Background: an optimization exercise with open tools, aiming at a short achievable clock period and few clock cycles. Do not read the settings as production practice. Only the layout flow was run in this run; the RTL was not checked for function there. Power is estimated from default activity; no workload was simulated.

==> flow/design.v <==
`timescale 1ns / 1ps
module Mux1_2#(parameter DATA_BITS = 32)(mux_select,mux_data_in_0,mux_data_in_1,mux_data_out);
    input mux_select;
    input [DATA_BITS-1:0]mux_data_in_0;
    input [DATA_BITS-1:0]mux_data_in_1;
    output reg[DATA_BITS-1:0]mux_data_out;
    always@(*)
    begin
        if (mux_select)
            mux_data_out = mux_data_in_1;
        else
            mux_data_out = mux_data_in_0;
    end
endmodule
`timescale 1ns / 1ps
module Mux2_4#(parameter DATA_BITS = 32)(mux_select,mux_data_in_0,mux_data_in_1,mux_data_in_2,mux_data_in_3,mux_data_out);
    input [1:0]mux_select;
    input [DATA_BITS-1:0]mux_data_in_0;
    input [DATA_BITS-1:0]mux_data_in_1;
    input [DATA_BITS-1:0]mux_data_in_2;
    input [DATA_BITS-1:0]mux_data_in_3;
    output reg[DATA_BITS-1:0]mux_data_out;
    integer i;
    always@(*)
    begin
        case(mux_select)
            2'b00:mux_data_out = mux_data_in_0;
            2'b01:mux_data_out = mux_data_in_1;
            2'b10:mux_data_out = mux_data_in_2;
            2'b11:mux_data_out = mux_data_in_3;
            default:mux_data_out = 0;
        endcase
    end
endmodule
`timescale 1ns / 1ps
module Extender 
#(  parameter BIT_WIDTH_IN=16,
    parameter BIT_WIDTH_OUT = 32,
    parameter TYPE=0
 )
(
    input [BIT_WIDTH_IN-1:0] ext_data_in,
    output [BIT_WIDTH_OUT-1:0] ext_data_out
); 
    wire [BIT_WIDTH_OUT-1:0]signed_ext;
    wire [BIT_WIDTH_OUT-1:0]unsigned_ext;
    assign signed_ext=({{( BIT_WIDTH_OUT - BIT_WIDTH_IN){ ext_data_in[BIT_WIDTH_IN-1] } }, ext_data_in });
    assign unsigned_ext=({{( BIT_WIDTH_OUT - BIT_WIDTH_IN){ 1'b0 } }, ext_data_in });
    assign ext_data_out = TYPE?signed_ext:unsigned_ext;
endmodule
`timescale 1ns / 1ps
module Register #(parameter DATA_BITS = 32)(clk, rst, reg_enable, reg_data_in, reg_data_out);
  input clk;
  input rst;
  input reg_enable;
  input [DATA_BITS - 1: 0] reg_data_in;
  output [DATA_BITS - 1: 0] reg_data_out;
  reg [DATA_BITS - 1: 0] reg_data;
  always @(posedge clk or posedge rst)
  begin
  	if (rst == 1)
  	begin
  		reg_data <= 0;
  	end
  	else if (reg_enable == 1)
  	begin
  	  reg_data <= reg_data_in;
  	end
  end
  assign reg_data_out = reg_data;
endmodule
`timescale 1ns / 1ps
module RegFile(clk, reg1_no, reg2_no, reg_no_in,
reg_write, reg_data_in, reg1_data, reg2_data);
  input clk;
  input [4:0] reg1_no;
  input [4:0] reg2_no;
  input [4:0] reg_no_in;
  input reg_write;
  input [31:0] reg_data_in;
  output [31:0] reg1_data;
  output [31:0] reg2_data;
  reg [31:0] register [31:0];
  wire wr = reg_write && (reg_no_in != 0);
  always @(posedge clk)
  begin
    if (wr)
    begin
      register[reg_no_in] <= reg_data_in;
    end
  end
  assign reg1_data = (reg1_no == 0) ? 32'd0 : ((wr && reg_no_in == reg1_no) ? reg_data_in : register[reg1_no]);
  assign reg2_data = (reg2_no == 0) ? 32'd0 : ((wr && reg_no_in == reg2_no) ? reg_data_in : register[reg2_no]);
endmodule
`timescale 1ns / 1ps
module ALU(
	input[31:0] alu_a_data,
	input[31:0] alu_b_data,
	input[3:0] alu_op,
	input[4:0] alu_shmat,
	output alu_equal,
	output reg[31:0] alu_result1,
	output reg[31:0] alu_result2
    );
assign alu_equal = ((alu_a_data == alu_b_data) ? 1 :0);
always @(alu_a_data or alu_b_data or alu_op or alu_shmat)
begin
case(alu_op[3:0])
	4'b0000: 
	begin
		alu_result1 = alu_b_data << alu_shmat;
		alu_result2 = 0;
	end
 	4'b0001: 
 	begin
 		alu_result1 = (($signed(alu_b_data)) >>> alu_shmat);
 		alu_result2 = 0;
 	end
 	4'b0010:
	begin
		alu_result1 = alu_b_data >> alu_shmat;
		alu_result2 = 0;
	end 
 	4'b0101: 
	begin
		alu_result1 = alu_a_data + alu_b_data;
		alu_result2 = 0;
	end 
 	4'b0110:
	begin
		alu_result1 = alu_a_data - alu_b_data;
		alu_result2 = 0;
	end 
 	4'b0111:
	begin
		alu_result1 = alu_a_data & alu_b_data;
		alu_result2 = 0;
	end 
 	4'b1000:
	begin
		alu_result1 = alu_a_data | alu_b_data;
		alu_result2 = 0;
	end 
 	4'b1001:
	begin
		alu_result1 = alu_a_data ^ alu_b_data;
		alu_result2 = 0;
	end 
 	4'b1010:
	begin
		alu_result1 = ~(alu_a_data | alu_b_data);
		alu_result2 = 0;
	end 
 	4'b1011:
	begin
	alu_result1 = ($signed(alu_a_data) < $signed(alu_b_data)) ? 1 : 0;
    alu_result2 = 0;
	end 
 	4'b1100:
	begin
		alu_result1 = (alu_a_data < alu_b_data) ? 1 : 0;
		alu_result2 = 0;
	end 
 	default:  
 	begin
 		alu_result1 = 0;
 		alu_result2 = 0;
 	end
endcase
end
endmodule
`timescale 1ns / 1ps
module Controller(
	input[5:0] op,
	input[5:0] func,
	output beq,
	output bne,
	output mem_to_reg,
	output mem_write,
	output[3:0] alu_op,
	output alu_src_b,
	output reg_write,
	output reg_dst,
	output signed_ext,
	output jal,
	output jmp,
	output jr,
	output [1:0]my_A_signal,
	output syscall,
	output my_B_signal
    );
	assign my_B_signal = 0;	 
	assign my_A_signal = 2'b00;	
    wire SLL, SRA, SRL, ADD, ADDU, SUB, AND, OR, NOR, SLT, SLTU, JR, SYSCALL;
	wire J, JAL, BEQ, BNE, ADDI, ADDIU, SLTI, ANDI, ORI, LW, SRAV, SLTIU, SW;
	wire S3, S2, S1, S0;
	assign SLL = (op == 6'd0) & (func == 6'd0);
	assign SRA = (op == 6'd0) & (func == 6'd3);
	assign SRL = (op == 6'd0) & (func == 6'd2);
	assign ADD = (op == 6'd0) & (func == 6'd32);
	assign ADDU = (op == 6'd0) & (func == 6'd33);
	assign SUB = (op == 6'd0) & (func == 6'd34);
	assign AND = (op == 6'd0) & (func == 6'd36);
	assign OR = (op == 6'd0) & (func == 6'd37);
	assign NOR = (op == 6'd0) & (func == 6'd39);
	assign SLT = (op == 6'd0) & (func == 6'd42);
	assign SLTU = (op == 6'd0) & (func == 6'd43);
	assign JR = (op == 6'd0) & (func == 6'd8);
	assign SYSCALL = (op == 6'd0) & (func == 6'd12);
	assign J = (op == 6'd2);
	assign JAL = (op == 6'd3);
	assign BEQ = (op == 6'd4);
	assign BNE = (op == 6'd5);
	assign ADDI = (op == 6'd8);
	assign ANDI = (op == 6'd12);
	assign ADDIU = (op == 6'd9);
	assign SLTI = (op == 6'd10);
	assign ORI = (op == 6'd13);
	assign LW = (op == 6'd35);
	assign SW = (op == 6'd43);
	assign mem_to_reg = LW;
	assign mem_write = SW;
	assign alu_src_b = ADDI | ANDI | ADDIU | SLTI | ORI | LW | SW;
	assign reg_write = SLL | SRA | SRL | ADD | ADDU | SUB | AND | OR | NOR | SLT | SLTU | JAL | ADDI | ANDI | ADDIU | SLTI | ORI | LW;
	assign syscall = SYSCALL;
	assign signed_ext = BEQ | BNE | ADDI | SLTI | LW | SW;
	assign reg_dst = SLL | SRA | SRL | ADD | ADDU | SUB | AND | OR | NOR | SLT | SLTU ;
	assign beq = BEQ;
	assign bne = BNE;
	assign jr = JR;
	assign jmp = J;
	assign jal = JAL;
	assign S3 = OR | NOR | SLT | SLTU | SLTI | ORI;
	assign S2 = ADD | ADDU | SUB | AND | SLTU | ADDI | ANDI | ADDIU | LW | SW;
	assign S1 = SRL | SUB | AND | NOR | SLT | ANDI | SLTI;
	assign S0 = SRA | ADD | ADDU | AND | SLT | ADDI | ANDI | ADDIU | SLTI | LW | SW;
	assign alu_op = {S3,S2,S1,S0};
endmodule
`timescale 1ns / 1ps
module RegisterUsage(
	input [5:0]OP,
	input [5:0]Func,
	output R1_Used,
	output R2_Used);
	assign R1_Used = (OP == 0)? (Func == 8 || Func == 12 || Func == 32 || Func == 33 || Func == 34 ||
                                 Func == 36 || Func == 37 || Func == 39 || Func == 42 || Func == 43):
                    (OP == 4 || OP == 5 || OP == 8 || OP == 12 || OP == 9 || OP == 10 || OP == 13 || OP == 35 || OP == 43);
    assign R2_Used = (OP == 0)? (Func == 0 || Func == 2 || Func == 3 || Func == 32 || Func == 33 || Func == 34 ||
                                 Func == 36 || Func == 37 || Func == 39 || Func == 42 || Func == 43 || Func == 12):         
                     (OP == 4 || OP == 5 || OP == 43);
endmodule
`timescale 1ns / 1ps
module CorrelationDetec(
    input R1_Used,
    input R2_Used,
    input EX_RegWrite,
    input MEM_RegWrite,
    input [4:0]R1_no,
    input [4:0]R2_no,
    input [4:0]EX_WriteReg,
    input [4:0]MEM_WriteReg,
    output R1_EX_Related,
    output R1_MEM_Related,
    output R2_EX_Related,
    output R2_MEM_Related
    );
    assign R1_EX_Related = R1_Used && (~(R1_no==0)) && (EX_RegWrite && (R1_no==EX_WriteReg));
    assign R1_MEM_Related = R1_Used && (~(R1_no==0)) && (MEM_RegWrite && (R1_no==MEM_WriteReg));
    assign R2_EX_Related = R2_Used && (~(R2_no==0)) && (EX_RegWrite && (R2_no==EX_WriteReg));
    assign R2_MEM_Related = R2_Used && (~(R2_no==0)) && (MEM_RegWrite && (R2_no==MEM_WriteReg));
endmodule
`timescale 1ns / 1ps
module IF_ID(
	input clk,
	input Enable,
	input rst,
	input Effective_in,
	input [31:0]PC_in,
	input [31:0]IR_in,
	output reg Effective_out,
    output reg [31:0]PC_out,
	output reg [31:0]IR_out
	);
	always@ (posedge clk) begin
		if (!Enable && !rst) begin
			PC_out <= PC_in;
			IR_out <= IR_in;
			Effective_out <= Effective_in;
			end
		else if (!Enable && rst) begin
			PC_out <= 0;
			IR_out <= 0;
			Effective_out <= 0;
			end
		end
endmodule
`timescale 1ns / 1ps
module ID_EX(
	input clk,
	input Enable,
	input rst,
	input Effective_in,
	input [31:0]PC_in,
	input [31:0]IR_in,
	input Syscall_in,
	input JAL_in,
	input RegWrite_in,
	input MemToReg_in,
	input MemWrite_in,
	input JR_in,
	input JMP_in,
	input Beq_in,
	input Bne_in,
	input [3:0]AluOP_in,
	input AluSrcB_in,
	input [1:0]My_A_Signal_in,
	input My_B_Signal_in,
	input [31:0]R1_in,
	input [31:0]R2_in,
	input [4:0]Rd_no_in,
	input [31:0]Imm_in,
	input [4:0]Shamt_in,
	input [25:0]J_Addr_in,
	input[1:0] R1_forward_in,
	input[1:0] R2_forward_in,	
	output reg Effective_out,
	output reg [31:0]PC_out,
	output reg [31:0]IR_out,
	output reg Syscall_out,
	output reg JAL_out,
	output reg RegWrite_out,
	output reg MemToReg_out,
	output reg MemWrite_out,
	output reg JR_out,
	output reg JMP_out,
	output reg Beq_out,
	output reg Bne_out,
	output reg [3:0]AluOP_out,
	output reg AluSrcB_out,
	output reg [1:0]My_A_Signal_out,
	output reg My_B_Signal_out,
	output reg [31:0]R1_out,
	output reg [31:0]R2_out,
	output reg [4:0]Rd_no_out,
	output reg [31:0]Imm_out,
	output reg [4:0]Shamt_out,
	output reg [25:0]J_Addr_out,
	output reg [1:0]R1_forward_out,	
	output reg [1:0]R2_forward_out
	);
	always@ (posedge clk) begin
		if (!Enable && !rst) begin
			PC_out <= PC_in;
			IR_out <= IR_in;
			Effective_out <= Effective_in;
			Syscall_out <= Syscall_in;
			JAL_out <= JAL_in;
			RegWrite_out <= RegWrite_in;
			MemToReg_out <= MemToReg_in;
			MemWrite_out <= MemWrite_in;
			JR_out <= JR_in;
			JMP_out <= JMP_in;
			Beq_out <= Beq_in;
			Bne_out <= Bne_in;
			AluOP_out <= AluOP_in;
			AluSrcB_out <= AluSrcB_in;
			My_A_Signal_out <= My_A_Signal_in;
			My_B_Signal_out <= My_B_Signal_in;
			R1_out <= R1_in;
			R2_out <= R2_in;
			Rd_no_out <= Rd_no_in;
			Imm_out <= Imm_in;
			Shamt_out <= Shamt_in;
			J_Addr_out <= J_Addr_in;	
			R1_forward_out <= R1_forward_in;
			R2_forward_out <= R2_forward_in;
			end
		else if (!Enable && rst) begin
			PC_out <= 0;
			IR_out <= 0;
			Effective_out <= 0;
			Syscall_out <= 0;
			JAL_out <= 0;
			RegWrite_out <= 0;
			MemToReg_out <= 0;
			MemWrite_out <= 0;
			JR_out <= 0;
			JMP_out <= 0;
			Beq_out <= 0;
			Bne_out <= 0;
			AluOP_out <= 0;
			AluSrcB_out <= 0;
			My_A_Signal_out <= 0;
			My_B_Signal_out <= 0;
			R1_out <= 0;
			R2_out <= 0;
			Rd_no_out <= 0;
			Imm_out <= 0;
			Shamt_out <= 0;
			J_Addr_out <= 0;
			R1_forward_out <= 0;
			R2_forward_out <= 0;
			end
		end
endmodule
`timescale 1ns / 1ps
module EX_MEM(
    input clk,   
    input Enable,    
    input rst,   
    input Effective_in,      
    input [31:0]IR_in,       
    input [31:0]PC_in,       
    input Syscall_in,        
    input JAL_in,            
    input RegWrite_in,       
    input MemToReg_in,       
    input MemWrite_in,       
    input [1:0]My_A_SIgnal_in,       
    input [31:0]Alu_Result_in,       
    input [31:0]R1_in,               
    input [31:0]R2_in,               
    input [4:0]Rd_no_in,             
    output reg Effective_out,
    output reg [31:0]IR_out,
    output reg [31:0]PC_out,
    output reg Syscall_out,
    output reg JAL_out,
    output reg RegWrite_out,
    output reg MemToReg_out,
    output reg MemWrite_out,
    output reg [1:0]My_A_SIgnal_out,
    output reg [31:0]Alu_Result_out,
    output reg [31:0]R1_out,
    output reg [31:0]R2_out,
    output reg [4:0]Rd_no_out
    );
    always@ (posedge clk) begin
        if (!Enable && !rst) begin       
        Effective_out <= Effective_in;
        IR_out <= IR_in;
        PC_out <= PC_in;
        Syscall_out <= Syscall_in;
        JAL_out <= JAL_in;
        RegWrite_out <= RegWrite_in;
        MemToReg_out <= MemToReg_in;
        MemWrite_out <= MemWrite_in;
        My_A_SIgnal_out <= My_A_SIgnal_in;
        Alu_Result_out <= Alu_Result_in;
        R1_out <= R1_in;
        R2_out <= R2_in;
        Rd_no_out <= Rd_no_in;
        end
        else if (rst) begin      
        Effective_out <= 0;
        IR_out <= 0;
        PC_out <= 0;
        Syscall_out <= 0;
        JAL_out <= 0;
        RegWrite_out <= 0;
        MemToReg_out <= 0;
        MemWrite_out <= 0;
        My_A_SIgnal_out <= 0;
        Alu_Result_out <= 0;
        R1_out <= 0;
        R2_out <= 0;
        Rd_no_out <= 0;
        end
    end
endmodule
`timescale 1ns / 1ps
module MEM_WB(
    input clk,   
    input Enable,    
    input rst,   
    input Effective_in,      
    input [31:0]IR_in,       
    input [31:0]PC_in,       
    input Syscall_in,        
    input JAL_in,            
    input RegWrite_in,       
    input [31:0]WriteBack_in,       
    input [31:0]R1_in,               
    input [31:0]R2_in,               
    input [4:0]Rd_no_in,             
    output reg Effective_out,
    output reg [31:0]IR_out,
    output reg [31:0]PC_out,
    output reg Syscall_out,
    output reg JAL_out,
    output reg RegWrite_out,
    output reg [31:0]WriteBack_out,
    output reg [31:0]R1_out,
    output reg [31:0]R2_out,
    output reg [4:0]Rd_no_out
    );
    always@ (posedge clk) begin
        if (!Enable && !rst) begin       
        Effective_out <= Effective_in;
        IR_out <= IR_in;
        PC_out <= PC_in;
        Syscall_out <= Syscall_in;
        JAL_out <= JAL_in;
        RegWrite_out <= RegWrite_in;
        WriteBack_out <= WriteBack_in;
        R1_out <= R1_in;
        R2_out <= R2_in;
        Rd_no_out <= Rd_no_in;
        end
        else if (rst) begin      
        Effective_out <= 0;
        IR_out <= 0;
        PC_out <= 0;
        Syscall_out <= 0;
        JAL_out <= 0;
        RegWrite_out <= 0;
        WriteBack_out <= 0;
        R1_out <= 0;
        R2_out <= 0;
        Rd_no_out <= 0;
        end
    end
endmodule
`timescale 1ns / 1ps
module CPU#(parameter ADDR_BITS=12)(clk, rst, go, rom_data_out, ram_data_out, rom_addr, ram_addr,
            ram_data_in, ram_rw, led_data_in, halt);
	input clk, rst, go;
	input [31:0]rom_data_out;
	input [31:0]ram_data_out;
	output [9:0]rom_addr;
	output [ADDR_BITS-3:0]ram_addr;
	output [31:0]ram_data_in;
	output [31:0]led_data_in;
	output ram_rw;
	output halt;
    wire JR;
    wire HALT;
    wire LoadUse;
    wire con_if,uncon_if;
    wire Rst1,Rst2,Rst3,Rst4;
    wire Enable1,Enable2,Enable3,Enable4;
    wire IF_Effective,ID_Effective,EX_Effective,MEM_Effective,WB_Effective;
    wire [31:0]IF_IR,ID_IR,EX_IR,MEM_IR,WB_IR;
    wire [31:0]IF_PC,ID_PC,EX_PC,MEM_PC,WB_PC;
    wire pc_enable;
    wire [1:0]pc_select;
    wire [31:0]next_pc,b_pc,j_pc,jr_pc,right_pc,cur_pc;
    assign pc_select = {uncon_if,{con_if|JR}};
    assign pc_enable = (~LoadUse)&(go|(~HALT));
    Mux2_4 #(32)pc_mux(pc_select,next_pc,b_pc,j_pc,jr_pc,right_pc);                                                                                                                    
    Register #(32)PC(clk, rst, pc_enable, right_pc, cur_pc);
    assign rom_addr=cur_pc[11:2];
    assign next_pc = cur_pc+4;
    assign Rst1=rst|con_if|uncon_if;
    assign Enable1=LoadUse|((~go)&HALT);
    assign IF_Effective=1'b1;
    assign IF_PC=next_pc;
    assign IF_IR=rom_data_out;
    wire [5:0]OP;
    wire [5:0]Func;
    wire [4:0]RS,RT,RD,ID_Shamt,R1_no,R2_no;
    wire [15:0]Imm;
    wire [25:0]ID_J_Addr;
    wire R1_Used,R2_Used;
    wire EX_RegWrite,MEM_RegWrite,WB_RegWrite;
    wire [4:0]EX_WriteReg,MEM_WriteReg;
    wire R1_EX_Related,R2_EX_Related,R1_MEM_Related,R2_MEM_Related;
    wire EX_MemToReg;
    wire SignedExt,RegDst;
    wire ID_RegWrite,ID_MemToReg,ID_MemWrite,ID_JMP,ID_JR,ID_Beq,ID_Bne,ID_My_B_Signal,ID_AluSrcB,ID_JAL,ID_Syscall;
    wire [1:0]ID_MemAccess;
    wire [3:0]ID_AluOP;
    wire [4:0]Dst_no,ID_RD_no,WB_RD_no;
    wire [31:0]signedImm,unsignedImm,ID_Imm;
    wire [1:0]ID_R1_Forward,ID_R2_Forward;
    wire [31:0]ID_R1_Data,ID_R2_Data,WB_RD_Data;
    assign OP=ID_IR[31:26];
    assign Func=ID_IR[5:0];
    assign RS=ID_IR[25:21];
    assign RT=ID_IR[20:16];
    assign RD=ID_IR[15:11];
    assign Imm=ID_IR[15:0];
    assign ID_Shamt=ID_IR[10:6];
    assign ID_J_Addr=ID_IR[25:0];
    RegisterUsage usage(OP,Func,R1_Used,R2_Used);
    CorrelationDetec detec(R1_Used,R2_Used,EX_RegWrite,MEM_RegWrite,R1_no,R2_no,EX_WriteReg,MEM_WriteReg,
                           R1_EX_Related,R1_MEM_Related,R2_EX_Related,R2_MEM_Related);
    Controller controller(OP,Func,ID_Beq,ID_Bne,ID_MemToReg,ID_MemWrite,
                          ID_AluOP,ID_AluSrcB,ID_RegWrite,RegDst,SignedExt,ID_JAL,
                          ID_JMP,ID_JR,ID_MemAccess,ID_Syscall,ID_My_B_Signal);  
    Mux1_2 #(5)selRS(ID_Syscall,RS,5'b00010,R1_no);
    Mux1_2 #(5)selRT(ID_Syscall,RT,5'b00100,R2_no);
    Mux1_2 #(5)selRD(RegDst,RT,RD,Dst_no);
    Mux1_2 #(5)selID_RD(ID_JAL,Dst_no,5'b11111,ID_RD_no);
    RegFile regfile(clk,R1_no, R2_no, WB_RD_no,WB_RegWrite,WB_RD_Data,ID_R1_Data,ID_R2_Data);
    Extender #(16,32,0)unsignedExt(Imm,unsignedImm);
    Extender #(16,32,1)signedExt(Imm,signedImm);
    Mux1_2 #(32)selExt(SignedExt,unsignedImm,signedImm,ID_Imm);
    assign LoadUse=EX_MemToReg&(R1_EX_Related|R2_EX_Related);
    assign ID_R1_Forward={R1_EX_Related,R1_MEM_Related};
    assign ID_R2_Forward={R2_EX_Related,R2_MEM_Related};
    assign Rst2=rst|con_if|uncon_if|LoadUse;
    assign Enable2=(~go)&HALT;
    wire EX_Syscall, EX_JAL, EX_MemWrite, EX_JR, EX_JMP, EX_Beq, EX_Bne, EX_AluSrcB, EX_My_B_Signal;
    wire [1:0] EX_MemAccess;
    wire [1:0] EX_R1_Forward;
    wire [1:0] EX_R2_Forward;
    wire [31:0] EX_R1_Data;
    wire [31:0] EX_R2_Data;
    wire [4:0] EX_RD_no;
    wire [31:0] EX_Imm;
    wire [4:0] EX_Shamt;
    wire [25:0] EX_J_Addr;
    wire [3:0] EX_AluOP;
    wire [31:0]MEM_Redirect;
    wire [31:0]EX_Redirect;
    wire [31:0]EX_jump_addr_extend;
    wire [31:0]EX_alu_a_input;
    wire [31:0]EX_alu_b_input;
    wire [31:0]EX_alu_b_final_input;
    wire EX_alu_equal;
    wire [31:0]EX_alu_result1;
    wire [31:0]EX_alu_result2;
    Mux2_4 #(32)alu_src_a_mux(EX_R1_Forward, EX_R1_Data, MEM_Redirect, EX_Redirect, EX_Redirect, EX_alu_a_input);
    Mux2_4 #(32)alu_src_b_mux(EX_R2_Forward, EX_R2_Data, MEM_Redirect, EX_Redirect, EX_Redirect, EX_alu_b_input);
    Mux1_2 #(32)alu_src_b_final_mux(EX_AluSrcB, EX_alu_b_input, EX_Imm, EX_alu_b_final_input);
    ALU EX_alu(.alu_a_data(EX_alu_a_input), .alu_b_data(EX_alu_b_final_input), 
    .alu_op(EX_AluOP), .alu_shmat(EX_Shamt), .alu_equal(EX_alu_equal), .alu_result1(EX_alu_result1), .alu_result2(EX_alu_result2));
    assign con_if = (EX_Beq & EX_alu_equal) | (EX_Bne & (~EX_alu_equal))  ;
    assign uncon_if = EX_JAL | EX_JR | EX_JMP;
    assign b_pc = (EX_Imm << 2) + EX_PC;  
    Extender #(26, 32, 0)j_addr_ext
            (.ext_data_in(EX_J_Addr), .ext_data_out(EX_jump_addr_extend));
    assign j_pc = EX_jump_addr_extend << 2;
    assign jr_pc = EX_alu_a_input;
    assign JR = EX_JR;
    assign Enable3 = (~go) & HALT;
    assign Rst3 = rst;
    assign EX_WriteReg = EX_RD_no;
    wire MEM_Syscall;
    wire MEM_JAL;
    wire MEM_MemWrite;
    wire MEM_MemToReg;
    wire [31:0]MEM_Alu_Result;
    wire [31:0]MEM_R1_data;
    wire [31:0]MEM_R2_data;
    wire [4:0]MEM_RD_no;
    wire [1:0]MEM_MemAccess;
    assign ram_addr = MEM_Alu_Result[11:2];
    assign ram_data_in = MEM_R2_data;
    assign ram_rw = MEM_MemWrite;
    assign MEM_WriteReg = MEM_RD_no;
    Mux1_2 #(32)MEM_result(MEM_MemToReg, MEM_Alu_Result, ram_data_out, EX_Redirect);
    assign Enable4 = (~go) & HALT;
    assign Rst4 = rst;
    wire WB_Syscall,WB_JAL;
    wire [31:0]WB_R1_Data,WB_R2_Data;
    Mux1_2 #(32)selWBData(WB_JAL,MEM_Redirect,WB_PC,WB_RD_Data);
    wire led_cpu_enable;
    assign HALT=(~(WB_R1_Data==34))&(WB_Syscall);
    assign led_cpu_enable=(WB_R1_Data==34)&WB_Syscall;
    assign halt = HALT;
    Register #(32)ledData(clk, rst, led_cpu_enable, WB_R2_Data, led_data_in);
    IF_ID if_id(clk,Enable1,Rst1,IF_Effective,IF_PC,IF_IR,ID_Effective,ID_PC,ID_IR);
    ID_EX id_ex(clk,Enable2,Rst2,
                ID_Effective,ID_PC,ID_IR,ID_Syscall,ID_JAL,ID_RegWrite,ID_MemToReg,ID_MemWrite,ID_JR,ID_JMP,
                ID_Beq,ID_Bne,ID_AluOP,ID_AluSrcB,ID_MemAccess,ID_My_B_Signal,ID_R1_Data,ID_R2_Data,
                ID_RD_no,ID_Imm,ID_Shamt,ID_J_Addr,ID_R1_Forward,ID_R2_Forward,
                EX_Effective,EX_PC,EX_IR,EX_Syscall,EX_JAL,EX_RegWrite,EX_MemToReg,EX_MemWrite,EX_JR,EX_JMP,
                EX_Beq,EX_Bne,EX_AluOP,EX_AluSrcB,EX_MemAccess,EX_My_B_Signal,EX_R1_Data,EX_R2_Data,
                EX_RD_no,EX_Imm,EX_Shamt,EX_J_Addr,EX_R1_Forward,EX_R2_Forward);
    EX_MEM ex_mem(clk, Enable3, Rst3,
                  EX_Effective, EX_IR, EX_PC, EX_Syscall, EX_JAL, EX_RegWrite, EX_MemToReg, EX_MemWrite,
                  EX_MemAccess, EX_alu_result1, EX_alu_a_input, EX_alu_b_input, EX_RD_no, 
                  MEM_Effective, MEM_IR, MEM_PC, MEM_Syscall, MEM_JAL, MEM_RegWrite, MEM_MemToReg, MEM_MemWrite,
                  MEM_MemAccess, MEM_Alu_Result, MEM_R1_data, MEM_R2_data, MEM_RD_no);
    MEM_WB mem_wb(clk, Enable4, Rst4,
                  MEM_Effective, MEM_IR, MEM_PC, MEM_Syscall, MEM_JAL, MEM_RegWrite, EX_Redirect,
                  MEM_R1_data, MEM_R2_data, MEM_RD_no, 
                  WB_Effective, WB_IR, WB_PC, WB_Syscall, WB_JAL, WB_RegWrite, MEM_Redirect, 
                  WB_R1_Data, WB_R2_Data, WB_RD_no);
endmodule
==> flow/run.sh <==
#!/bin/bash
# synth_recipe.tcl (not shown) runs the flow's synth.tcl, then flattens the netlist and writes it again
# the make line also repeats each setting of config.mk as NAME=value (left out here)
make -C /OpenROAD-flow-scripts/flow DESIGN_CONFIG=/design/flow/config.mk WORK_HOME=/design/flow/orfs CLKGATE_MAP_FILE= SYNTH_SCRIPT=/design/flow/synth_recipe.tcl finish
==> flow/config.mk <==
export PLATFORM = sky130hd
export DESIGN_NAME = CPU
export DESIGN_NICKNAME = CPU
export VERILOG_FILES = /design/flow/design.v
export SDC_FILE = /design/flow/constraint.sdc
export NUM_CORES = 4
export LEC_CHECK = 0
export CAP_MARGIN = 20
export CORE_MARGIN = 2
export CORE_UTILIZATION = 40
export SLEW_MARGIN = 20
==> flow/constraint.sdc <==
create_clock -name core_clock -period 10.0 [get_ports {clk}]
set_input_delay 2.0000 -clock core_clock [delete_from_list [all_inputs] [get_ports {clk}]]
set_output_delay 2.0000 -clock core_clock [all_outputs]
set_load 0.01 [all_outputs]
==> run summary <==
The flow ran to the end and the layout has no timing, DRC or antenna violations. The total of buffers placed on input and output ports is 152. The min-delay analysis places its worst path in the category reg -> reg. The static leakage came out at 34.3 nW. The combined global-route utilization of all metal layers is 0.320. The routed wire length is 357 mm. The worst hold slack across all endpoints is 0.466 ns.

The required time of the critical path is 10.64 ns. The data arrival time of the critical path is 8.31 ns. The count of fill cells added during filler insertion came out at 19344.

The count of endpoints failing hold in the final timing report is 0. The initial antenna violation count came out at 27. The worst setup path is launched from an input pin. The final number of max-transition violations came out at 0. The startpoint of the tightest hold check path is mem_wb.R2_out[24]. Yosys attributes the largest share of cell area to sky130_fd_sc_hd__edfxtp_1 53%, sky130_fd_sc_hd__nand2_1 5.1%, sky130_fd_sc_hd__mux2i_1 4.6%.

The final net count is 7917. The final routed DRC violation total is 0. The number of gates given a new drive strength after cts is 0. The number of rows created at floorplan is 169. The ratio of total power to cell area is 188 nW/um^2. The TritonCTS sink count came out at 1572.

The die boundary height came out at 465 um. The via count of the first global-routing pass came out at 65589. The final count of negative-setup-slack endpoints came out at 0. The fraction of post-synthesis cell area in the top cell type by area is 0.532. The final critical-path setup slack came out at 2.33 ns.

The relative area change from synthesis to final layout is 12.4%. Clock skew on the completed layout was measured at 0.0712 ns. The count of antenna-violating nets left after detailed routing came out at 0. Summed over all instances, the cell type with the most area after synthesis is sky130_fd_sc_hd__edfxtp_1. The predominant post-synthesis flop cell is sky130_fd_sc_hd__edfxtp_1. The max-capacitance violation count came out at 0.

The post-synthesis average cell area is 10.9 um^2. The root cell of the clock tree is sky130_fd_sc_hd__clkbuf_16. The later pin in the worst-skew pair is clocked with a latency of 0.86 ns. After detailed routing, the average wire length per cell comes to 33.4 um.

During I/O placement, the number of pins put on the boundary was 153. The netlist area before placement came out at 85100 um^2. The largest driver fanout on the critical path came out at 89. The layout cell share with drive strength beyond 1 came out at 0.107. The post-synthesis instance total came out at 7808. Buffers inserted during clock tree synthesis total 174.

The worst setup path is captured at a flop. The number of optimization iterations in the first detailed-route pass is 9. For this run, asynchronously set or reset flops after synthesis account for 0.0407. The minimum clock period came out at 7.67 ns. The floorplan die width is 465 um. The utilization of the core after routing came out at 0.451.

The wire length of the first global-routing pass is 499 mm. The worst setup path startpoint is ram_data_out[19]. Summed over all layers, the global routing overflow is 0. The detailed router placed 70059 vias in this run. The clock-pin slew reported for the worst setup and hold paths after clock tree synthesis is 0.07 ns.

The detailed-placement wirelength estimate is 225 mm. The number of vias per cell after detailed routing is 6.55. For this design, the CTS-stage hold fixing added 0 buffers.

The starting DRC count in detailed routing is 10216. Based on the critical path, the design can be clocked at up to 0.130 GHz. The TritonCTS clock tree is built. For the pin with the worst max-slew slack, the measured transition is 1.20 ns. The post-CTS repair timing setup buffer count came out at 0. At the end of routability-driven placement, the weighted congestion stood at 1.01. The final total negative setup slack came out at 0 ns.

For this run, the number of Yosys warnings is 10. The total area inside the core boundary comes to 212000 um^2. The die area is 217000 um^2. The maximum buffer depth of the clock tree is 3. In this run the number of H-tree levels came out at 4. The critical path is of the in -> reg type.

The startpoint identified for the worst register-to-register timing path is id_ex.R2_forward_out[0]. The worst slack at placement is 1.65 ns. The number of flip-flops and latches in the synthesized netlist is 1572. The non-filler instance count after layout is 10691. Setup repair after global routing left no endpoint under its margin. The maximum number of pins on one net before global-route repair is 129. The starting density of the core came out at 0.402.

For this run, the register share of the synthesized area comes to 0.551. Dividing the final minimum period by the clock period gives 0.767. The number of enable-type register cells in the synthesized netlist came out at 1508. Including well taps, the total number of placed cells is 10358. Across the VDD grid, the largest voltage drop is 188 uV. Headroom to the max-slew limit came out at 0.196. Yosys mapped the design onto 105 distinct sky130hd cell types.
==> metal layers <==
metal  global-route usage  up-vias  routed length (um)
met2                0.492     4754              159000
met3               0.0674     1056               37300
met1                0.418    34822              137000
met4                0.183       14               23800
met5                    0        -                 101
li1                     -    29413                   -
==> worst paths after layout <==
check | to | slack, ns | depth (start not counted)
worst min register to register | ledData.reg_data[24] | 0.47 | 1
worst max register to register | id_ex.R2_forward_out[0] | 2.41 | 15
worst min-delay path | ledData.reg_data[24] | 0.47 | 1
max in group asynchronous | PC.reg_data[30] | 7.30 | 4
worst max-delay path | id_ex.R2_forward_out[0] | 2.33 | 16
min in group asynchronous | ledData.reg_data[31] | 1.81 | 3
==> logic make-up after synthesis <==
| group | synth area share |
|---|---|
| AND/OR/NAND/NOR | 0.151 |
| buffers and inverters | 0.0376 |
| adder cells (fa/ha/maj) | 0.0204 |
| multiplexers | 0.0860 |
| AO/OA/AOI/OAI | 0.145 |
| flip-flops | 0.551 |
| XOR/XNOR | 0.00844 |
| other | 0.0000441 |
==> synth_stat cells, types with 13 or more instances <==
cell,n
sky130_fd_sc_hd__a211oi_1,102
sky130_fd_sc_hd__a21o_1,30
sky130_fd_sc_hd__a21oi_1,345
sky130_fd_sc_hd__a221o_1,16
sky130_fd_sc_hd__a221oi_1,36
sky130_fd_sc_hd__a22oi_1,20
sky130_fd_sc_hd__a311oi_1,93
sky130_fd_sc_hd__a31oi_1,127
sky130_fd_sc_hd__and2_1,249
sky130_fd_sc_hd__and3_1,208
sky130_fd_sc_hd__buf_1,57
sky130_fd_sc_hd__buf_2,83
sky130_fd_sc_hd__buf_4,30
sky130_fd_sc_hd__clkbuf_1,464
sky130_fd_sc_hd__dfrtp_1,64
sky130_fd_sc_hd__edfxtp_1,1508
sky130_fd_sc_hd__ha_1,134
sky130_fd_sc_hd__inv_1,118
sky130_fd_sc_hd__mux2_2,251
sky130_fd_sc_hd__mux2i_1,390
sky130_fd_sc_hd__mux4_2,24
sky130_fd_sc_hd__nand2_1,1160
sky130_fd_sc_hd__nand2b_1,30
sky130_fd_sc_hd__nand3_1,228
sky130_fd_sc_hd__nand4_1,18
sky130_fd_sc_hd__nor2_1,506
sky130_fd_sc_hd__nor2b_1,49
sky130_fd_sc_hd__nor3_1,164
sky130_fd_sc_hd__nor4_1,84
sky130_fd_sc_hd__o2111ai_1,13
sky130_fd_sc_hd__o211ai_1,119
sky130_fd_sc_hd__o21a_1,14
sky130_fd_sc_hd__o21ai_0,287
sky130_fd_sc_hd__o21ai_1,14
sky130_fd_sc_hd__o21bai_1,16
sky130_fd_sc_hd__o221ai_1,257
sky130_fd_sc_hd__o22ai_1,115
sky130_fd_sc_hd__o31ai_1,25
sky130_fd_sc_hd__o32ai_1,39
sky130_fd_sc_hd__or3_1,18
sky130_fd_sc_hd__xnor2_1,61
sky130_fd_sc_hd__xor2_1,21
==> metrics by stage <==
stage	total power, mW	instance area [um^2]
finish	17.9	95600
global route	18.4	95600
CTS	17.9	95600
detailed placement	11.2	89700
global placement	11.2	89700
floorplan	9.84	85200
==> worst max-delay path, cell delays in order <==
cell and delay [ns]:
sky130_fd_sc_hd__clkdlybuf4s50_1 0.57, sky130_fd_sc_hd__mux2_2 0.37, sky130_fd_sc_hd__mux2i_1 0.59, sky130_fd_sc_hd__o21ai_0 0.26, sky130_fd_sc_hd__inv_1 0.13, sky130_fd_sc_hd__ha_1 0.47
sky130_fd_sc_hd__nor4_1 0.58, sky130_fd_sc_hd__nand3_1 0.22, sky130_fd_sc_hd__nor4_4 0.58, sky130_fd_sc_hd__mux2i_1 0.25, sky130_fd_sc_hd__buf_4 0.25, sky130_fd_sc_hd__nand2_2 0.33
sky130_fd_sc_hd__a211oi_4 0.49, sky130_fd_sc_hd__buf_4 0.72, sky130_fd_sc_hd__nand2_1 0.17, sky130_fd_sc_hd__nor4_1 0.29
==> cell type report <==
type                       count  area [um^2]  area share
multi-input combinational   5496        35700       0.373
timing repair buffer         343         3130      0.0327
clock inverter               105         1240      0.0129
inverter                     126          484     0.00506
antenna                        9         22.5    0.000235
clock buffer                 219         4700      0.0491
sequential                  1572        46900       0.490
tap                         2821         3530      0.0369
==> power breakdown <==
group | internal (mW) | switching, mW
clock network | 3.89 | 2.81
logic | 1.07 | 2.31
registers | 7.56 | 0.298
total | 12.5 | 5.41
==> layout by cell type (no fill, tap or decap), types with 21 or more instances in the layout <==
cell / instances
sky130_fd_sc_hd__a211oi_1: 101
sky130_fd_sc_hd__a21o_1: 30
sky130_fd_sc_hd__a21oi_1: 344
sky130_fd_sc_hd__a221oi_1: 36
sky130_fd_sc_hd__a311oi_1: 93
sky130_fd_sc_hd__a31oi_1: 127
sky130_fd_sc_hd__and2_1: 247
sky130_fd_sc_hd__and3_1: 208
sky130_fd_sc_hd__buf_4: 176
sky130_fd_sc_hd__bufinv_16: 21
sky130_fd_sc_hd__clkbuf_1: 34
sky130_fd_sc_hd__clkbuf_16: 180
sky130_fd_sc_hd__clkdlybuf4s50_1: 152
sky130_fd_sc_hd__clkinv_1: 39
sky130_fd_sc_hd__clkinv_2: 26
sky130_fd_sc_hd__conb_1: 32
sky130_fd_sc_hd__dfrtp_1: 64
sky130_fd_sc_hd__edfxtp_1: 1508
sky130_fd_sc_hd__ha_1: 134
sky130_fd_sc_hd__inv_1: 115
sky130_fd_sc_hd__mux2_2: 251
sky130_fd_sc_hd__mux2i_1: 390
sky130_fd_sc_hd__mux4_2: 24
sky130_fd_sc_hd__nand2_1: 1151
sky130_fd_sc_hd__nand2b_1: 28
sky130_fd_sc_hd__nand3_1: 226
sky130_fd_sc_hd__nor2_1: 466
sky130_fd_sc_hd__nor2_4: 39
sky130_fd_sc_hd__nor2b_1: 49
sky130_fd_sc_hd__nor3_1: 161
sky130_fd_sc_hd__nor4_1: 83
sky130_fd_sc_hd__o211ai_1: 119
sky130_fd_sc_hd__o21ai_0: 280
sky130_fd_sc_hd__o221ai_1: 257
sky130_fd_sc_hd__o22ai_1: 115
sky130_fd_sc_hd__o31ai_1: 25
sky130_fd_sc_hd__o32ai_1: 38
sky130_fd_sc_hd__xnor2_1: 61
sky130_fd_sc_hd__xor2_1: 21
==> state kept, by name, indices dropped and copies added, names as in the netlist, 11 cells and up <==
name	cells
if_id.PC_out	32
ex_mem.R2_out	32
if_id.IR_out	32
PC.reg_data	32
mem_wb.PC_out	32
id_ex.Imm_out	16
id_ex.R1_out	32
ex_mem.Alu_Result_out	32
id_ex.PC_out	32
ex_mem.PC_out	32
ex_mem.R1_out	32
mem_wb.R2_out	32
regfile.register	1024
mem_wb.WriteBack_out	32
id_ex.R2_out	32
ledData.reg_data	32
id_ex.J_Addr_out	11
mem_wb.R1_out	32

[static timing again, ports no longer ideal]
Ports are ideal in the flow. The routed layout listed here was re-timed in OpenROAD.
Step 1 (the two cells are an assumption about what drives the block):
set clk [get_ports {clk}]
set_driving_cell -lib_cell sky130_fd_sc_hd__clkbuf_16 $clk
set_driving_cell -lib_cell sky130_fd_sc_hd__buf_2 [delete_from_list [all_inputs] $clk]
Step 2 times the ports against the registers' clock, not the clock port: input delays grow and output delays shrink by t, the midpoint of the rising clock arrivals with the driver on.
a / b / c = ideal / step 1 / step 2; a / b = the first two.
t, ns: 0.909
slack for setup (ns): 2.332 / 2.395 / 1.486
worst setup path at the end: input to register
slew at the worst register clock pin (ns): 0.07 / 0.07
pins driven straight from the clock port: 1
After both steps this run still meets setup and hold. The setup slack of this run moves by +0.063 ns with the drivers and by -0.846 ns with both steps.
